Background: an optimization exercise with open tools, aiming at small area. Do not read the settings as production practice.
Function was checked by simulation only, so behaviour that the tests miss may differ from the original.
Power and IR drop assume default switching activity.

### flow/config.mk
export PLATFORM = sky130hd
export DESIGN_NAME = musicbox
export DESIGN_NICKNAME = musicbox
export VERILOG_FILES = /design/flow/design.v
export SDC_FILE = /design/flow/constraint.sdc
export NUM_CORES = 4
export LEC_CHECK = 0
export ABC_AREA = 1
export CAP_MARGIN = 20
export CORE_MARGIN = 2
export CORE_UTILIZATION = 60
export SLEW_MARGIN = 20
### flow/constraint.sdc
create_clock -name core_clock -period 100.0 [get_ports {clk}]
set_input_delay 20.0000 -clock core_clock [delete_from_list [all_inputs] [get_ports {clk}]]
set_output_delay 20.0000 -clock core_clock [all_outputs]
set_load 0.01 [all_outputs]
### flow/design.v
module musicbox(clk, rst, buzz);
  input clk;
  wire clk;
  input rst;
  wire rst;
  output buzz;
  reg buzz;
  wire _000_;
  wire _001_;
  wire _002_;
  wire _003_;
  wire _004_;
  wire _005_;
  wire _006_;
  wire _007_;
  wire _008_;
  wire _009_;
  wire _010_;
  wire _011_;
  wire _012_;
  wire _013_;
  wire _014_;
  wire _015_;
  wire _016_;
  wire _017_;
  wire _018_;
  wire _019_;
  wire _020_;
  wire _021_;
  wire _022_;
  wire _023_;
  wire _024_;
  wire _025_;
  wire _026_;
  wire _027_;
  wire _028_;
  wire _029_;
  wire _030_;
  wire _031_;
  wire _032_;
  wire _033_;
  wire _034_;
  wire _035_;
  wire _036_;
  wire _037_;
  wire _038_;
  wire _039_;
  wire _040_;
  wire _041_;
  wire _042_;
  wire _043_;
  wire _044_;
  wire _045_;
  wire _046_;
  wire _047_;
  wire _048_;
  wire _049_;
  wire _050_;
  wire _051_;
  wire _052_;
  wire _053_;
  wire _054_;
  wire _055_;
  wire _056_;
  wire _057_;
  wire _058_;
  wire _059_;
  wire _060_;
  wire _061_;
  wire _062_;
  wire _063_;
  wire _064_;
  wire _065_;
  wire _066_;
  wire _067_;
  wire _068_;
  wire _069_;
  wire _070_;
  wire _071_;
  wire _072_;
  wire _073_;
  wire _074_;
  wire _075_;
  wire _076_;
  wire _077_;
  wire _078_;
  wire _079_;
  wire _080_;
  wire _081_;
  wire _082_;
  wire _083_;
  wire _084_;
  wire _085_;
  wire _086_;
  wire _087_;
  wire _088_;
  wire _089_;
  wire _090_;
  wire _091_;
  wire _092_;
  wire _093_;
  wire _094_;
  wire _095_;
  wire _096_;
  wire _097_;
  wire _098_;
  wire _099_;
  wire _100_;
  wire _101_;
  wire _102_;
  wire _103_;
  wire _104_;
  wire _105_;
  wire _106_;
  wire _107_;
  wire _108_;
  wire _109_;
  wire _110_;
  wire _111_;
  wire _112_;
  wire _113_;
  wire _114_;
  wire _115_;
  wire _116_;
  wire _117_;
  wire _118_;
  wire _119_;
  wire _120_;
  wire _121_;
  wire _122_;
  wire _123_;
  wire _124_;
  wire _125_;
  wire _126_;
  wire _127_;
  wire _128_;
  wire _129_;
  wire _130_;
  wire _131_;
  wire _132_;
  wire _133_;
  wire _134_;
  wire _135_;
  wire _136_;
  wire _137_;
  wire _138_;
  wire _139_;
  wire _140_;
  wire _141_;
  wire _142_;
  wire _143_;
  wire _144_;
  wire _145_;
  wire _146_;
  wire _147_;
  wire _148_;
  wire _149_;
  wire _150_;
  wire _151_;
  wire _152_;
  wire _153_;
  wire _154_;
  wire _155_;
  wire _156_;
  wire _157_;
  wire _158_;
  wire _159_;
  wire _160_;
  wire _161_;
  wire _162_;
  wire _163_;
  wire _164_;
  wire _165_;
  wire _166_;
  wire _167_;
  wire _168_;
  wire _169_;
  wire _170_;
  wire _171_;
  wire _172_;
  wire _173_;
  wire _174_;
  wire _175_;
  wire _176_;
  wire _177_;
  wire _178_;
  wire _179_;
  wire _180_;
  wire _181_;
  wire _182_;
  wire _183_;
  wire _184_;
  wire _185_;
  wire _186_;
  wire _187_;
  wire _188_;
  wire _189_;
  wire _190_;
  wire _191_;
  wire _192_;
  wire _193_;
  wire _194_;
  wire _195_;
  wire _196_;
  wire _197_;
  wire _198_;
  wire _199_;
  wire _200_;
  wire _201_;
  wire _202_;
  wire _203_;
  wire _204_;
  wire _205_;
  wire _206_;
  wire _207_;
  wire _208_;
  wire _209_;
  wire _210_;
  wire _211_;
  wire _212_;
  wire _213_;
  wire _214_;
  wire _215_;
  wire _216_;
  wire _217_;
  wire _218_;
  wire _219_;
  wire _220_;
  wire _221_;
  wire _222_;
  wire _223_;
  wire _224_;
  wire _225_;
  wire _226_;
  wire _227_;
  wire _228_;
  wire _229_;
  wire _230_;
  wire _231_;
  wire _232_;
  wire _233_;
  wire _234_;
  wire _235_;
  wire _236_;
  wire _237_;
  wire _238_;
  wire _239_;
  wire _240_;
  wire _241_;
  wire _242_;
  wire _243_;
  wire _244_;
  wire _245_;
  wire _246_;
  wire _247_;
  wire _248_;
  wire _249_;
  wire _250_;
  wire _251_;
  wire _252_;
  wire _253_;
  wire _254_;
  wire _255_;
  wire _256_;
  wire _257_;
  wire _258_;
  wire _259_;
  wire _260_;
  wire _261_;
  wire _262_;
  wire _263_;
  wire _264_;
  wire _265_;
  wire _266_;
  wire _267_;
  wire _268_;
  wire _269_;
  wire _270_;
  wire _271_;
  wire _272_;
  wire _273_;
  wire _274_;
  wire _275_;
  wire _276_;
  wire _277_;
  wire _278_;
  wire _279_;
  wire _280_;
  wire _281_;
  wire _282_;
  wire _283_;
  wire _284_;
  wire _285_;
  wire _286_;
  wire _287_;
  wire _288_;
  wire _289_;
  wire _290_;
  wire _291_;
  wire _292_;
  wire _293_;
  wire _294_;
  wire _295_;
  wire _296_;
  wire _297_;
  wire _298_;
  wire _299_;
  wire _300_;
  wire _301_;
  wire _302_;
  wire _303_;
  wire _304_;
  wire _305_;
  wire _306_;
  wire _307_;
  wire _308_;
  wire _309_;
  wire _310_;
  wire _311_;
  wire _312_;
  wire _313_;
  wire _314_;
  wire _315_;
  wire _316_;
  wire _317_;
  wire _318_;
  wire _319_;
  wire _320_;
  wire _321_;
  wire _322_;
  wire _323_;
  wire _324_;
  wire _325_;
  wire _326_;
  wire _327_;
  wire _328_;
  wire _329_;
  wire _330_;
  wire _331_;
  wire _332_;
  wire _333_;
  wire _334_;
  wire _335_;
  wire _336_;
  wire _337_;
  wire _338_;
  wire _339_;
  wire _340_;
  wire _341_;
  wire _342_;
  wire _343_;
  wire _344_;
  wire _345_;
  wire _346_;
  wire _347_;
  reg [7:0] bcnt;
  reg [14:0] cnt;
  reg gap;
  reg [7:0] pos;
  assign _316_ = ~pos[7];
  assign _317_ = pos[3] & ~(pos[6]);
  assign _318_ = ~_317_;
  assign _319_ = pos[2] & pos[4];
  assign _320_ = pos[5] & ~(_319_);
  assign _321_ = _320_ | _318_;
  assign _322_ = pos[2] & ~(pos[1]);
  assign _323_ = ~_322_;
  assign _324_ = pos[5] & pos[4];
  assign _325_ = pos[3] & ~(_324_);
  assign _326_ = ~(_325_ | _323_);
  assign _327_ = ~pos[0];
  assign _328_ = ~pos[4];
  assign _329_ = pos[2] & pos[1];
  assign _330_ = _329_ & ~(_328_);
  assign _331_ = _327_ & ~(_330_);
  assign _332_ = ~pos[3];
  assign _333_ = pos[0] & ~(pos[2]);
  assign _334_ = ~_333_;
  assign _335_ = ~pos[5];
  assign _336_ = pos[1] & pos[0];
  assign _337_ = _336_ | _335_;
  assign _338_ = _334_ & ~(_337_);
  assign _339_ = _332_ & ~(_338_);
  assign _340_ = _339_ | _331_;
  assign _341_ = ~pos[2];
  assign _342_ = pos[5] & pos[3];
  assign _343_ = ~(pos[4] | pos[0]);
  assign _344_ = ~(_343_ & pos[1]);
  assign _345_ = _344_ & ~(_342_);
  assign _346_ = _341_ & ~(_345_);
  assign _347_ = ~(pos[1] | pos[4]);
  assign _033_ = ~_347_;
  assign _034_ = pos[2] & ~(pos[3]);
  assign _035_ = ~(pos[5] | pos[2]);
  assign _036_ = ~(_035_ | _034_);
  assign _037_ = ~(_036_ | _033_);
  assign _038_ = _336_ & ~(pos[5]);
  assign _039_ = _334_ & ~(_038_);
  assign _040_ = pos[4] & ~(_039_);
  assign _041_ = _040_ | _037_;
  assign _042_ = _041_ | _346_;
  assign _043_ = _340_ & ~(_042_);
  assign _044_ = _326_ & ~(_043_);
  assign _045_ = pos[1] | pos[3];
  assign _046_ = pos[0] & ~(_045_);
  assign _047_ = ~pos[6];
  assign _048_ = pos[1] & pos[3];
  assign _049_ = _048_ & _333_;
  assign _050_ = _049_ | _047_;
  assign _051_ = ~(_050_ | _046_);
  assign _052_ = _342_ & _329_;
  assign _053_ = ~(_048_ | _333_);
  assign _054_ = _328_ & ~(_053_);
  assign _055_ = ~(_054_ | _052_);
  assign _056_ = ~(_055_ & _051_);
  assign _057_ = _056_ | _044_;
  assign _058_ = ~(_034_ & _335_);
  assign _059_ = _336_ & ~(_058_);
  assign _060_ = ~(pos[2] | pos[3]);
  assign _061_ = _060_ & ~(_336_);
  assign _062_ = _061_ | _059_;
  assign _063_ = _057_ & ~(_062_);
  assign _064_ = _063_ & _321_;
  assign _065_ = _316_ & ~(_064_);
  assign _066_ = pos[5] & ~(pos[6]);
  assign _067_ = _065_ & ~(_066_);
  assign _068_ = pos[0] | ~(pos[2]);
  assign _069_ = ~_329_;
  assign _070_ = _048_ & ~(pos[5]);
  assign _071_ = _069_ & ~(_070_);
  assign _072_ = _068_ & ~(_071_);
  assign _073_ = pos[5] & ~(pos[1]);
  assign _074_ = _073_ & ~(pos[2]);
  assign _075_ = _074_ & ~(_332_);
  assign _076_ = _034_ & ~(pos[0]);
  assign _077_ = _076_ & ~(pos[1]);
  assign _078_ = _077_ | _054_;
  assign _079_ = _078_ | _075_;
  assign _080_ = _079_ | _072_;
  assign _081_ = ~(pos[2] | pos[0]);
  assign _082_ = _070_ & ~(_081_);
  assign _083_ = pos[6] | ~(pos[7]);
  assign _084_ = _083_ | _082_;
  assign _085_ = _084_ | ~(_080_);
  assign _086_ = _085_ & ~(_065_);
  assign _087_ = _329_ & ~(_317_);
  assign _088_ = ~(pos[5] | pos[6]);
  assign _089_ = ~(_034_ & pos[0]);
  assign _090_ = _088_ & ~(_089_);
  assign _091_ = ~(_090_ | _087_);
  assign _092_ = _063_ & ~(_091_);
  assign _093_ = _328_ & ~(_063_);
  assign _094_ = _038_ & _319_;
  assign _095_ = pos[2] & ~(pos[4]);
  assign _096_ = _095_ & ~(_332_);
  assign _097_ = _038_ | ~(_337_);
  assign _098_ = _096_ & ~(_097_);
  assign _099_ = _098_ | _094_;
  assign _100_ = _047_ & ~(_099_);
  assign _101_ = _100_ | _051_;
  assign _102_ = _053_ | ~(_045_);
  assign _103_ = _102_ & ~(_326_);
  assign _104_ = _101_ & ~(_103_);
  assign _105_ = _104_ | _088_;
  assign _106_ = _105_ | _093_;
  assign _107_ = _343_ & ~(_106_);
  assign _108_ = ~(_107_ | _092_);
  assign _109_ = _033_ & ~(_070_);
  assign _110_ = _095_ | _327_;
  assign _111_ = ~(_110_ | _109_);
  assign _112_ = _342_ & _322_;
  assign _113_ = _112_ | pos[6];
  assign _114_ = _113_ | _111_;
  assign _115_ = ~(_114_ | _043_);
  assign _116_ = pos[7] & ~(_115_);
  assign _117_ = ~(_116_ | _108_);
  assign _118_ = _322_ & ~(_327_);
  assign _119_ = _328_ & ~(_118_);
  assign _120_ = _342_ & ~(_119_);
  assign _121_ = pos[1] | pos[0];
  assign _122_ = _342_ | _121_;
  assign _123_ = _095_ & ~(_122_);
  assign _124_ = _123_ | _083_;
  assign _125_ = _124_ | _120_;
  assign _126_ = _099_ & ~(_125_);
  assign _127_ = _342_ | _324_;
  assign _128_ = ~(pos[3] & pos[4]);
  assign _129_ = _121_ & ~(_128_);
  assign _130_ = _127_ & ~(_129_);
  assign _131_ = _316_ & ~(_130_);
  assign _132_ = _070_ | pos[6];
  assign _133_ = pos[2] & ~(_073_);
  assign _134_ = _133_ | _096_;
  assign _135_ = _134_ | _132_;
  assign _136_ = _135_ | _131_;
  assign _137_ = _086_ & ~(_136_);
  assign _138_ = _137_ | _126_;
  assign _139_ = ~(_138_ | _117_);
  assign _140_ = _139_ & _086_;
  assign _141_ = ~(_140_ | _037_);
  assign _142_ = pos[3] | pos[0];
  assign _143_ = _142_ | _141_;
  assign _144_ = _048_ & _346_;
  assign _145_ = _144_ | _125_;
  assign _146_ = _143_ & ~(_145_);
  assign _147_ = _146_ | _067_;
  assign _148_ = _045_ & ~(_076_);
  assign _149_ = _088_ & ~(_148_);
  assign _150_ = _106_ & ~(_149_);
  assign _151_ = _316_ & ~(_150_);
  assign _152_ = ~(_151_ | _116_);
  assign _153_ = ~_152_;
  assign _154_ = ~(_153_ & _140_);
  assign _155_ = _154_ | _147_;
  assign _156_ = rst | gap;
  assign _157_ = _155_ & ~(_156_);
  assign _158_ = ~bcnt[0];
  assign _159_ = ~(bcnt[1] & bcnt[3]);
  assign _160_ = _159_ | _158_;
  assign _161_ = _160_ | _086_;
  assign _162_ = bcnt[3] | bcnt[5];
  assign _163_ = _140_ & ~(_162_);
  assign _164_ = bcnt[0] | ~(bcnt[1]);
  assign _165_ = _163_ & ~(_164_);
  assign _166_ = _161_ & ~(_165_);
  assign _167_ = _147_ & ~(_166_);
  assign _168_ = ~bcnt[5];
  assign _169_ = _139_ | _168_;
  assign _170_ = bcnt[0] & ~(_169_);
  assign _171_ = ~bcnt[4];
  assign _172_ = _171_ & ~(_147_);
  assign _173_ = _172_ & _170_;
  assign _174_ = _173_ | _167_;
  assign _175_ = bcnt[6] | ~(bcnt[2]);
  assign _176_ = _175_ | _152_;
  assign _177_ = _174_ & ~(_176_);
  assign _178_ = ~bcnt[6];
  assign _179_ = _096_ & _087_;
  assign _180_ = ~(_179_ | _146_);
  assign _181_ = ~(_152_ & bcnt[3]);
  assign _182_ = _181_ | _180_;
  assign _183_ = ~bcnt[1];
  assign _184_ = ~(_170_ & _183_);
  assign _185_ = _184_ | _182_;
  assign _186_ = bcnt[2] | bcnt[5];
  assign _187_ = _186_ | _086_;
  assign _188_ = _187_ | _152_;
  assign _189_ = _188_ & ~(_163_);
  assign _190_ = _172_ & ~(_189_);
  assign _191_ = _185_ & ~(_190_);
  assign _192_ = _191_ | _178_;
  assign _193_ = ~(_192_ & bcnt[7]);
  assign _194_ = _193_ | _177_;
  assign _195_ = ~(bcnt[0] & bcnt[2]);
  assign _196_ = _195_ | _178_;
  assign _197_ = _196_ | _162_;
  assign _198_ = _197_ | _152_;
  assign _199_ = _198_ | _139_;
  assign _200_ = _199_ | _180_;
  assign _201_ = _159_ | _178_;
  assign _202_ = _201_ | _169_;
  assign _203_ = _175_ | _162_;
  assign _204_ = ~(_203_ | _086_);
  assign _205_ = _202_ & ~(_204_);
  assign _206_ = _205_ | _153_;
  assign _207_ = _180_ & ~(_206_);
  assign _208_ = _207_ | bcnt[7];
  assign _209_ = _200_ & ~(_208_);
  assign _210_ = _194_ & ~(_209_);
  assign _211_ = bcnt[5] | ~(bcnt[4]);
  assign _212_ = ~(_211_ | _175_);
  assign _213_ = ~(_212_ & _140_);
  assign _214_ = _213_ | _182_;
  assign _215_ = _158_ & ~(_214_);
  assign _216_ = _215_ | _210_;
  assign _217_ = ~(_216_ ^ buzz);
  assign _000_ = _157_ & ~(_217_);
  assign _218_ = pos[4] & ~(pos[5]);
  assign _219_ = _047_ & ~(_218_);
  assign _220_ = _058_ & ~(_219_);
  assign _221_ = _220_ | _316_;
  assign _222_ = _095_ & ~(_335_);
  assign _223_ = _336_ & ~(_035_);
  assign _224_ = _223_ | _318_;
  assign _225_ = _224_ | _222_;
  assign _226_ = _106_ & ~(_225_);
  assign _227_ = ~(_336_ & pos[5]);
  assign _228_ = _066_ & ~(_068_);
  assign _229_ = _227_ & ~(_228_);
  assign _230_ = _341_ & ~(_121_);
  assign _231_ = _230_ | _074_;
  assign _232_ = _229_ & ~(_231_);
  assign _233_ = _332_ & ~(_232_);
  assign _234_ = _233_ | _090_;
  assign _235_ = ~(_234_ | _226_);
  assign _236_ = _235_ & ~(_347_);
  assign _237_ = _236_ ^ _343_;
  assign _238_ = _237_ | _221_;
  assign _239_ = pos[0] | ~(pos[1]);
  assign _240_ = _342_ & ~(_239_);
  assign _241_ = _083_ | _118_;
  assign _242_ = ~(_241_ | _240_);
  assign _243_ = _242_ & ~(_111_);
  assign _244_ = _323_ & ~(_096_);
  assign _245_ = _244_ | _327_;
  assign _246_ = _081_ | _326_;
  assign _247_ = _246_ | _050_;
  assign _248_ = _245_ & ~(_247_);
  assign _249_ = _248_ | pos[7];
  assign _250_ = _235_ & ~(_249_);
  assign _251_ = _250_ | _243_;
  assign _252_ = _238_ & ~(_251_);
  assign _253_ = ~(cnt[10] & cnt[11]);
  assign _254_ = cnt[8] & cnt[9];
  assign _255_ = ~(_254_ & cnt[5]);
  assign _256_ = _255_ | _253_;
  assign _257_ = cnt[1] | ~(cnt[4]);
  assign _258_ = cnt[2] | ~(cnt[13]);
  assign _259_ = _258_ | _257_;
  assign _260_ = ~(cnt[14] & cnt[0]);
  assign _261_ = cnt[6] | ~(cnt[7]);
  assign _262_ = gap | ~(cnt[12]);
  assign _263_ = _262_ | _261_;
  assign _264_ = _263_ | _260_;
  assign _265_ = _264_ | _259_;
  assign _266_ = _265_ | _256_;
  assign _267_ = ~(_266_ | _252_);
  assign _268_ = _267_ | gap;
  assign _269_ = cnt[3] | ~(cnt[6]);
  assign _270_ = cnt[7] | ~(gap);
  assign _271_ = _270_ | _269_;
  assign _272_ = ~(_271_ | _256_);
  assign _273_ = _272_ | rst;
  assign _001_ = _268_ & ~(_273_);
  assign _274_ = ~_272_;
  assign _275_ = gap | cnt[6];
  assign _276_ = ~(cnt[12] & cnt[7]);
  assign _277_ = _276_ | _260_;
  assign _278_ = _277_ | _259_;
  assign _279_ = _278_ | _256_;
  assign _280_ = _279_ | _275_;
  assign _281_ = _252_ & ~(_280_);
  assign _282_ = _274_ & ~(_281_);
  assign _283_ = pos[0] & ~(_282_);
  assign _284_ = _283_ & ~(_069_);
  assign _285_ = _284_ | pos[3];
  assign _286_ = ~(pos[7] & pos[6]);
  assign _287_ = _329_ & ~(_286_);
  assign _288_ = ~(_287_ | rst);
  assign _289_ = ~_288_;
  assign _290_ = _285_ & ~(_289_);
  assign _291_ = _284_ & ~(_332_);
  assign _002_ = _290_ & ~(_291_);
  assign _292_ = _252_ & ~(_266_);
  assign _293_ = _274_ & ~(_292_);
  assign _294_ = _293_ | _327_;
  assign _295_ = pos[1] & ~(_294_);
  assign _296_ = _295_ | pos[2];
  assign _297_ = _296_ & ~(_289_);
  assign _003_ = _297_ & ~(_284_);
  assign _298_ = _283_ | pos[1];
  assign _299_ = _289_ | _295_;
  assign _004_ = _298_ & ~(_299_);
  assign _300_ = _282_ ^ pos[0];
  assign _005_ = ~(_300_ | _289_);
  assign _301_ = _289_ | _272_;
  assign _302_ = _301_ | ~(_266_);
  assign _006_ = ~(_302_ | cnt[12]);
  assign _007_ = ~(_302_ | cnt[11]);
  assign _008_ = ~(_302_ | cnt[10]);
  assign _009_ = ~(_302_ | cnt[9]);
  assign _010_ = ~(_302_ | cnt[8]);
  assign _011_ = ~(_302_ | cnt[7]);
  assign _012_ = ~(_302_ | cnt[6]);
  assign _013_ = _288_ & ~(cnt[5]);
  assign _014_ = ~(_302_ | cnt[4]);
  assign _015_ = ~(_302_ | cnt[3]);
  assign _016_ = ~(_302_ | cnt[2]);
  assign _017_ = ~(_302_ | cnt[1]);
  assign _018_ = ~(_302_ | cnt[0]);
  assign _303_ = ~(cnt[14] ^ cnt[0]);
  assign _019_ = ~(_303_ | _302_);
  assign _304_ = _216_ | ~(_157_);
  assign _020_ = _168_ & ~(_304_);
  assign _021_ = _171_ & ~(_304_);
  assign _022_ = ~(_304_ | bcnt[3]);
  assign _023_ = _178_ & ~(_304_);
  assign _024_ = ~(_302_ | cnt[13]);
  assign _305_ = _291_ & _324_;
  assign _306_ = _305_ & ~(_047_);
  assign _307_ = _316_ & ~(_306_);
  assign _025_ = _288_ & ~(_307_);
  assign _026_ = ~(_304_ | bcnt[2]);
  assign _027_ = _183_ & ~(_304_);
  assign _028_ = _158_ & ~(_304_);
  assign _308_ = ~(bcnt[7] ^ bcnt[2]);
  assign _029_ = ~(_308_ | _304_);
  assign _309_ = _288_ & ~(_305_);
  assign _310_ = ~(rst | pos[6]);
  assign _311_ = _310_ & ~(_309_);
  assign _312_ = _309_ & ~(_047_);
  assign _030_ = _312_ | _311_;
  assign _313_ = _291_ & ~(_328_);
  assign _314_ = _335_ & ~(_313_);
  assign _031_ = _309_ & ~(_314_);
  assign _315_ = _291_ ^ _328_;
  assign _032_ = _288_ & ~(_315_);
  always @(posedge clk)
    bcnt[0] <= _029_;
  always @(posedge clk)
    bcnt[1] <= _028_;
  always @(posedge clk)
    bcnt[2] <= _027_;
  always @(posedge clk)
    bcnt[3] <= _026_;
  always @(posedge clk)
    bcnt[4] <= _022_;
  always @(posedge clk)
    bcnt[5] <= _021_;
  always @(posedge clk)
    bcnt[6] <= _020_;
  always @(posedge clk)
    bcnt[7] <= _023_;
  always @(posedge clk)
    cnt[0] <= _019_;
  always @(posedge clk)
    cnt[1] <= _018_;
  always @(posedge clk)
    cnt[2] <= _017_;
  always @(posedge clk)
    cnt[3] <= _016_;
  always @(posedge clk)
    cnt[4] <= _015_;
  always @(posedge clk)
    cnt[5] <= _014_;
  always @(posedge clk)
    cnt[6] <= _013_;
  always @(posedge clk)
    cnt[7] <= _012_;
  always @(posedge clk)
    cnt[8] <= _011_;
  always @(posedge clk)
    cnt[9] <= _010_;
  always @(posedge clk)
    cnt[10] <= _009_;
  always @(posedge clk)
    cnt[11] <= _008_;
  always @(posedge clk)
    cnt[12] <= _007_;
  always @(posedge clk)
    cnt[13] <= _006_;
  always @(posedge clk)
    cnt[14] <= _024_;
  always @(posedge clk)
    pos[0] <= _005_;
  always @(posedge clk)
    pos[1] <= _004_;
  always @(posedge clk)
    pos[2] <= _003_;
  always @(posedge clk)
    pos[3] <= _002_;
  always @(posedge clk)
    pos[4] <= _032_;
  always @(posedge clk)
    pos[5] <= _031_;
  always @(posedge clk)
    pos[6] <= _030_;
  always @(posedge clk)
    pos[7] <= _025_;
  always @(posedge clk)
    buzz <= _000_;
  always @(posedge clk)
    gap <= _001_;
endmodule
### flow/flow/run.sh
#!/bin/bash
# Own layout flow: the standard synthesis, then the combinational logic between the
# standard synthesis's registers is re-mapped with stronger ABC area scripts (the registers,
# their instance names and cell types stay as the standard synthesis made them), then the standard flow's
# standard layout from floorplan to finish. Each tool writes its full output to a log here.
set -euo pipefail
HERE=$(pwd)
YOSYS=${YOSYS_EXE:-/OpenROAD-flow-scripts/tools/install/yosys/bin/yosys}
LIB=$FLOW_HOME/platforms/sky130hd/lib/sky130_fd_sc_hd__tt_025C_1v80.lib
R=$HERE/orfs/results/sky130hd/musicbox/base
T=${RESYN_T:-60}

bash standard.sh synth > $HERE/flow_synth.log 2>&1
cp $R/1_2_yosys.v $HERE/std_synth.v

DU=""
for c in $(grep -o 'sky130_fd_sc_hd__\(probe\|lpflow\)[a-z0-9_]*' $FLOW_HOME/platforms/sky130hd/config.mk | sort -u); do DU="$DU -dont_use $c"; done
SEQ=$(echo $(grep -o 'sky130_fd_sc_hd__[a-z0-9_]*' $HERE/std_synth.v | sort -u | grep -E '__(df|edf|sdf|dl|sedf|conb)' || true))

# candidate ABC scripts; the smallest result is used
SCRIPTS=(
  "strash; dc2; &get -n; &deepsyn -T $T -S 1; &put; strash; amap; topo"
  "strash; dc2; &get -n; &deepsyn -T $T -S 2; &put; strash; amap; topo"
  "strash; dc2; &get -n; &deepsyn -T $T -S 3; &put; strash; dch -f; map -a; topo"
  "strash; dc2; &get -n; &deepsyn -T $T -S 4; &put; strash; amap; topo"
)
for i in 0 1 2 3; do
  echo "${SCRIPTS[$i]}" > $HERE/resynth_$i.abc
  cat > $HERE/resynth_$i.ys <<EOS
read_liberty -ignore_miss_func $LIB
read_verilog $HERE/std_synth.v
hierarchy -top musicbox
setattr -mod -set keep_hierarchy 1 $SEQ
flatten
opt_clean
abc -liberty $LIB $DU -script $HERE/resynth_$i.abc
opt_clean -purge
rename -hide w:*.*
select musicbox
tee -o $HERE/resynth_$i.stat stat -liberty $LIB
write_verilog -noattr -noexpr -selected $HERE/resynth_$i.v
EOS
  ( $YOSYS -s $HERE/resynth_$i.ys > $HERE/flow_resynth_$i.log 2>&1 || true ) &
done
wait
BEST=""; BA=""
for i in 0 1 2 3; do
  A=$(grep -h "Chip area for" $HERE/resynth_$i.stat 2>/dev/null | tail -1 | awk '{print $NF}')
  echo "script $i: area ${A:-failed}" >> $HERE/resynth_choice.log
  if [[ -n "$A" && -s $HERE/resynth_$i.v ]]; then
    if [[ -z "$BA" ]] || awk "BEGIN{exit !($A < $BA)}"; then BA=$A; BEST=$i; fi
  fi
done
STD=$(grep -h "Chip area" $HERE/orfs/reports/sky130hd/musicbox/base/synth_stat.txt | tail -1 | awk '{print $NF}')
echo "standard synthesis: $STD; best: ${BEST:-none} $BA" >> $HERE/resynth_choice.log
if [[ -n "$BEST" ]] && awk "BEGIN{exit !($BA < $STD)}"; then
  cp $HERE/resynth_$BEST.v $R/1_2_yosys.v
  rm -f $R/1_synth.odb $R/1_synth.sdc
fi
# extra ORFS variables for the layout steps, one VAR=value per line (e.g. CTS_ARGS)
EXTRA=()
if [[ -f $HERE/flow/extra_vars.txt ]]; then
  while IFS= read -r line; do [[ -n "$line" ]] && EXTRA+=("$line"); done < $HERE/flow/extra_vars.txt
fi
bash standard.sh "${EXTRA[@]}" finish > $HERE/flow_finish.log 2>&1
### flow/flow/extra_vars.txt
CTS_ARGS=-repair_clock_nets -dont_use_dummy_load -buf_list sky130_fd_sc_hd__clkbuf_4 -root_buf sky130_fd_sc_hd__clkbuf_4 -sink_clustering_enable -sink_clustering_size 12 -sink_clustering_max_diameter 100
BUFFER_PORTS_ARGS=-buffer_cell sky130_fd_sc_hd__buf_1
### flow/standard.sh
#!/bin/bash
# synth_recipe.tcl (not shown) runs the flow's synth.tcl, then flattens the netlist and writes it again
# the make line also repeats each setting of config.mk as NAME=value (left out here)
make -C /OpenROAD-flow-scripts/flow DESIGN_CONFIG=/design/flow/config.mk WORK_HOME=/design/flow/orfs CLKGATE_MAP_FILE= SYNTH_SCRIPT=/design/flow/synth_recipe.tcl "${@:-finish}"
==> metrics.cfg, run 1 <==
[outcome]
outcome=no timing/DRC/antenna violations

[placed_design]
place_congestion=1.04
dpl.cell_count=287
dpl.hpwl_um=3150
portBuffers=2

[sta]
hold_violations=0
tightest_slew_ps=520
final_max_slew_viol_count=0
post-route-min-period_ps=20880
setup-tns-final_ps=0
maxSlewHeadroom=0.653
finalSetupViolCount=0
fmax_ghz=0.0479
fin_skew_ps=17.4
rsz0062_at_grt=false
holdWs_ps=414
min_period_over_period=0.209

[cts]
clockRootBuffer=clkbuf_4
cts_buffers=5
cts_tree=done
cts_max_level=2
clock_latency_ps=320
cts_hold_buf=0
cts_sinks=33
cts_setup_buffers=0
cts.reportedPaths.clkPinSlew_ps=90
cts_resized=0
ctsLongestPathBuffers=2

[flow_run]
cap_violations=0

[logic_synthesis]
syn_area_mm2=0.00173
syn-num-nets=256
netlist_instances=254
syn_avg_cell_area_um2=6.82
yosys_warnings=1

[die]
io_pins=3
rows=19
die_w_um=57.7
start_util=0.628
dieArea_mm2=0.00333
die_y_um=57.7
coreArea_mm2=0.00276

[route]
dr.pass1.iters=5
totalWireLength_um=4260
wire_per_inst_um=14.6
drc=0
drt_iter0_markers=182
ant_nets=0
viasPerCell=6.35
vias=1855

[layout]
antenna_cells=0
finalNonFillerCells=292
layout.nets=265
fill_cells=266
syn_to_final_growth_pct=4.84
layout.cells.most_common=nor2_1
drive_above_1_share=0.0268
final_cell_mix=nor2_1 (62), dfxtp_1 (32), clkinv_1 (30), o21ai_0 (24), nand2_1 (20)

[global_route]
grt-ovfl-total=0
grt_pass1_wl_um=7220
grt_max_degree=17
grt_pass1_vias=1658
grt_use_total=0.277
antenna_found_initial=0

[power]
pwr_density_cell_mw_per_mm2=12.2
vdd_drop_max_mv=0.0148
leakage_nw=0.598

[worst_setup_path]
cp_max_fo=13
worstPathRequired_ps=100240
worst_setup_path_start_kind=input pin
critical-path-slowest-cell=nand3_1
crit_chain=buf_1 -> a31oi_1 -> nand3_1 -> nor3b_1
arrival_ps=21120
path_class=input pin to flip-flop
cp_slowest_stage_delay_ps=410
cp-end-kind=flip-flop

[min_path]
hp-class=flip-flop to flip-flop

==> cell type report <==
cell class | count | area, um2 | area share
sequential | 33 | 671 | 0.369
multi-input combinational | 191 | 950 | 0.523
clock buffer | 5 | 37.5 | 0.0207
inverter | 30 | 113 | 0.0620
timing repair buffer | 2 | 7.51 | 0.00413
tap | 31 | 38.8 | 0.0213
==> critical path: cells and delay by family <==
| family | cells | cell delay, ps |
|---|---|---|
| buffers and inverters | 1 | 130 |
| AND/OR/NAND/NOR | 2 | 690 |
| AO/OA/AOI/OAI | 1 | 290 |
==> flip-flops by register name, indices dropped and copies added, names as in the netlist, named ones only <==
signal and count:
gap 1, cnt 15, bcnt 8, pos 7
buzz 1
==> metal layers <==
metal	global-route usage	part of all wire	routed length (um)	vias to the layer above
li1	-	-	-	922
met1	0.383	0.44	1870	812
met2	0.411	0.44	1890	111
met3	0.0826	0.10	425	10
met4	0.106	0.016	69	0
met5	0	0	0	-
==> per-stage QoR <==
stage / setup slack [ps] / total power [mW] / cell area, um2 / utilization
after floorplan: 79060 / 0.0160 / 1730 / -
after global placement: 78860 / 0.0164 / 1780 / 0.645
after detailed placement: 78800 / 0.0165 / 1780 / 0.645
after CTS: 79130 / 0.0223 / 1820 / 0.659
after global routing: 78850 / 0.0232 / 1820 / 0.659
final: 79120 / 0.0222 / 1820 / 0.659
==> power by group <==
part           switching, mW  internal, mW  total [mW]  leakage, nW
combinational       0.000812      0.000552     0.00136        0.299
sequential          0.000816        0.0140      0.0148        0.275
clock                0.00364       0.00234     0.00598       0.0230
==> path summary, 6_finish.rpt <==
kind           from       to  slack [ps]  cells after the start
max             rst   cnt[0]       79120                      4
min          cnt[3]   cnt[4]         410                      1
min reg2reg  cnt[3]   cnt[4]         410                      1
max reg2reg  pos[2]  bcnt[0]       95760                     22
==> run 2: changes to the inputs <==
--- a/flow/config.mk
+++ b/flow/config.mk
@@ -7,6 +7,6 @@
 export LEC_CHECK = 0
 export ABC_AREA = 1
 export CAP_MARGIN = 20
-export CORE_MARGIN = 2
-export CORE_UTILIZATION = 60
+export CORE_AREA = 2 2 62 62
+export DIE_AREA = 0 0 64 64
 export SLEW_MARGIN = 20
==> metrics.cfg, run 2 <==
[sta]
fmax_ghz=0.0479  ; about the same
min_period_over_period=0.209  ; about the same
rsz0062_at_grt=false
tightest_slew_ps=547  ; +27.1 ps
final_max_slew_viol_count=0  ; unchanged
maxSlewHeadroom=0.635  ; -0.0181
fin_skew_ps=26.4  ; +8.95 ps
setup-tns-final_ps=0  ; unchanged
hold_violations=0  ; unchanged
finalSetupViolCount=0  ; unchanged
post-route-min-period_ps=20860  ; -14.7 ps

[route]
drt_iter0_markers=281  ; +54%
viasPerCell=6.04  ; -4.9%
wire_per_inst_um=13.7  ; -5.8%
totalWireLength_um=4220  ; -0.92%
vias=1854  ; -0.054%
dr.pass1.iters=5  ; unchanged
ant_nets=0  ; unchanged
drc=0  ; unchanged

[placed_design]
place_congestion=0.969  ; -7.1%
place_area_mm2=0.00180  ; +1.1%
portBuffers=2  ; unchanged
dpl.hpwl_um=3160  ; +0.25%

[die]
die_w_um=64  ; +11%
die_y_um=64  ; +11%
start_util=0.511  ; -0.117
rows=21  ; +2
dieArea_mm2=0.00410  ; +23%
coreArea_mm2=0.00339  ; +23%
io_pins=3  ; unchanged

[cts]
cts_setup_buffers=0  ; unchanged
cts_sinks=33  ; unchanged
cts_resized=0  ; unchanged
clock_latency_ps=340  ; +20 ps
cts_max_level=2  ; unchanged
cts.reportedPaths.clkPinSlew_ps=110  ; +20 ps
cts_tree=done
ctsLongestPathBuffers=2  ; unchanged
cts_hold_buf=0  ; unchanged
clockRootBuffer=clkbuf_4
cts_buffers=5  ; unchanged

[worst_setup_path]
cp_slowest_stage_delay_ps=370  ; -40 ps
path_class=flip-flop to output pin
cp_max_fo=2  ; -11
critical-path-slowest-cell=dfxtp_1
crit_buf_inv=1  ; unchanged
r2r-end=bcnt[0]
r2r_slack_ps=95770  ; about the same
timing.critical_path.from=buzz
timing.rr.start=pos[2]
reg2regPathDepth=22  ; unchanged
worst_setup_path_start_kind=flip-flop
worstPathRequired_ps=80000  ; -20,240 ps
cp_top_family=flip-flops
cp-end-kind=output pin
crit_chain=buf_1
arrival_ps=860  ; -20,260 ps

[layout]
largest_reg_flops=15  ; unchanged
syn_to_final_growth_pct=5.92
final_util=0.542  ; -0.117
regMostFlops=cnt
layout.nets=265  ; unchanged
final_cell_mix=nor2_1 (62), dfxtp_1 (32), clkinv_1 (30), o21ai_0 (24), nand2_1 (20)
layout.cells.most_common=nor2_1
antenna_cells=0  ; unchanged
top_regs=cnt x15, bcnt x8, pos x7
postLayoutCellArea_mm2=0.00184  ; +1.0%
drive_above_1_share=0.0268  ; unchanged

[power]
p_int_mw=0.0169  ; about the same
fin_total_pwr_mw=0.0224  ; +0.97%
combPwrFrac=0.060  ; -0.002
sequentialPowerShare=0.663  ; -0.005
clock_power_share=0.277  ; +0.007
pwr_density_cell_mw_per_mm2=12.2  ; about the same
vdd_drop_max_mv=0.00937  ; -37%
p_sw_mw=0.00548  ; +4.0%
leakage_nw=0.598  ; unchanged
swShare=0.245  ; +0.00726

[logic_synthesis]
syn_avg_cell_area_um2=6.82  ; unchanged
netlist_instances=254  ; unchanged
syn_area_mm2=0.00173  ; unchanged
yosys_warnings=1  ; unchanged
syn-num-nets=256  ; unchanged

[min_path]
hold_path_depth=1  ; unchanged
hp-class=flip-flop to flip-flop
hold_start=cnt[13]
min_to=cnt[14]

[outcome]
outcome=no timing/DRC/antenna violations

[global_route]
grt-ovfl-total=0  ; unchanged
grt_use_total=0.228  ; -0.0491
antenna_found_initial=0  ; unchanged
grt_pass1_vias=1636  ; -1.3%
grt_pass1_wl_um=7330  ; +1.4%
grt_max_degree=17  ; unchanged

[flow_run]
cap_violations=0  ; unchanged

-- run 2: how the worst max path moves through the flow --
stage,end,slack [ps],cells past startpoint
after floorplan,bcnt[0],79060,2
after global placement,cnt[0],78840,4
after detailed placement,cnt[0],78800,4
after CTS,buzz,79120,1
after global routing,cnt[0],79030,4
final,buzz,79140,1
-- run 2: layout make-up --
class                           count  area, um2
Inverter                           30        113
Multi-Input combinational cell    191        950
Clock buffer                        5       37.5
Timing Repair Buffer                2       7.51
Fill cell                         344       1550
Sequential cell                    33        671
Tap cell                           46       57.6
-- run 2: metal layers --
metal,GRT usage,up-vias,share of wire
met5,0,-,0
met1,0.321,829,0.46
met4,0.0951,0,0.027
met2,0.324,85,0.42
li1,-,922,-
met3,0.0669,18,0.092
-- run 2: stage by stage --
step	instances	worst slack, ps	hold slack (ps)
6_report	307	79140	400
3_5_place_dp	302	78800	399
4_1_cts	307	79120	411
2_1_floorplan	254	79060	392
5_1_grt	307	79030	417
3_3_place_gp	302	78840	402
-- run 2: power groups by stage --
stage	clock network (mW)	registers (mW)	logic, mW
4_1_cts	0.00640	0.0148	0.00137
2_1_floorplan	0	0.0149	0.00110
5_1_grt	0.00702	0.0150	0.00162
3_3_place_gp	0	0.0152	0.00134
3_5_place_dp	0	0.0151	0.00137
6_report	0.00619	0.0148	0.00135

## port drivers added, routing unchanged
In the flow no input, the clock included, has a driving cell. The finished layouts below were timed again as built, in two steps.
Step 1 assumes that a clkbuf_16 drives the clock port and a buf_2 every other input.
Step 2 moves the port delays by t, midway between the first and last clock arrival at a register: inputs arrive t later, outputs are due t later. That takes back most of the time a late clock gives input paths.
Slacks: no drivers / after step 1 / after step 2; pairs: no drivers / after step 1.
| run | t, ns | setup slack, ns | hold WS [ns] | latest minus earliest clock arrival (ns) | worst register clock-pin slew, ns |
|---|---|---|---|---|---|
| run 1 | 0.337 | 79.123 / 79.116 / 78.780 | 0.414 / 0.414 / 0.414 | 0.017 / 0.017 | 0.09 / 0.09 |
| run 2 | 0.346 | 79.138 / 79.116 / 78.789 | 0.400 / 0.400 / 0.400 | 0.026 / 0.027 | 0.11 / 0.11 |
After both steps every run listed still meets setup and hold. For run 2, which loses most, drivers alone change the setup slack by -0.022 ns; drivers and shift together by -0.349 ns.
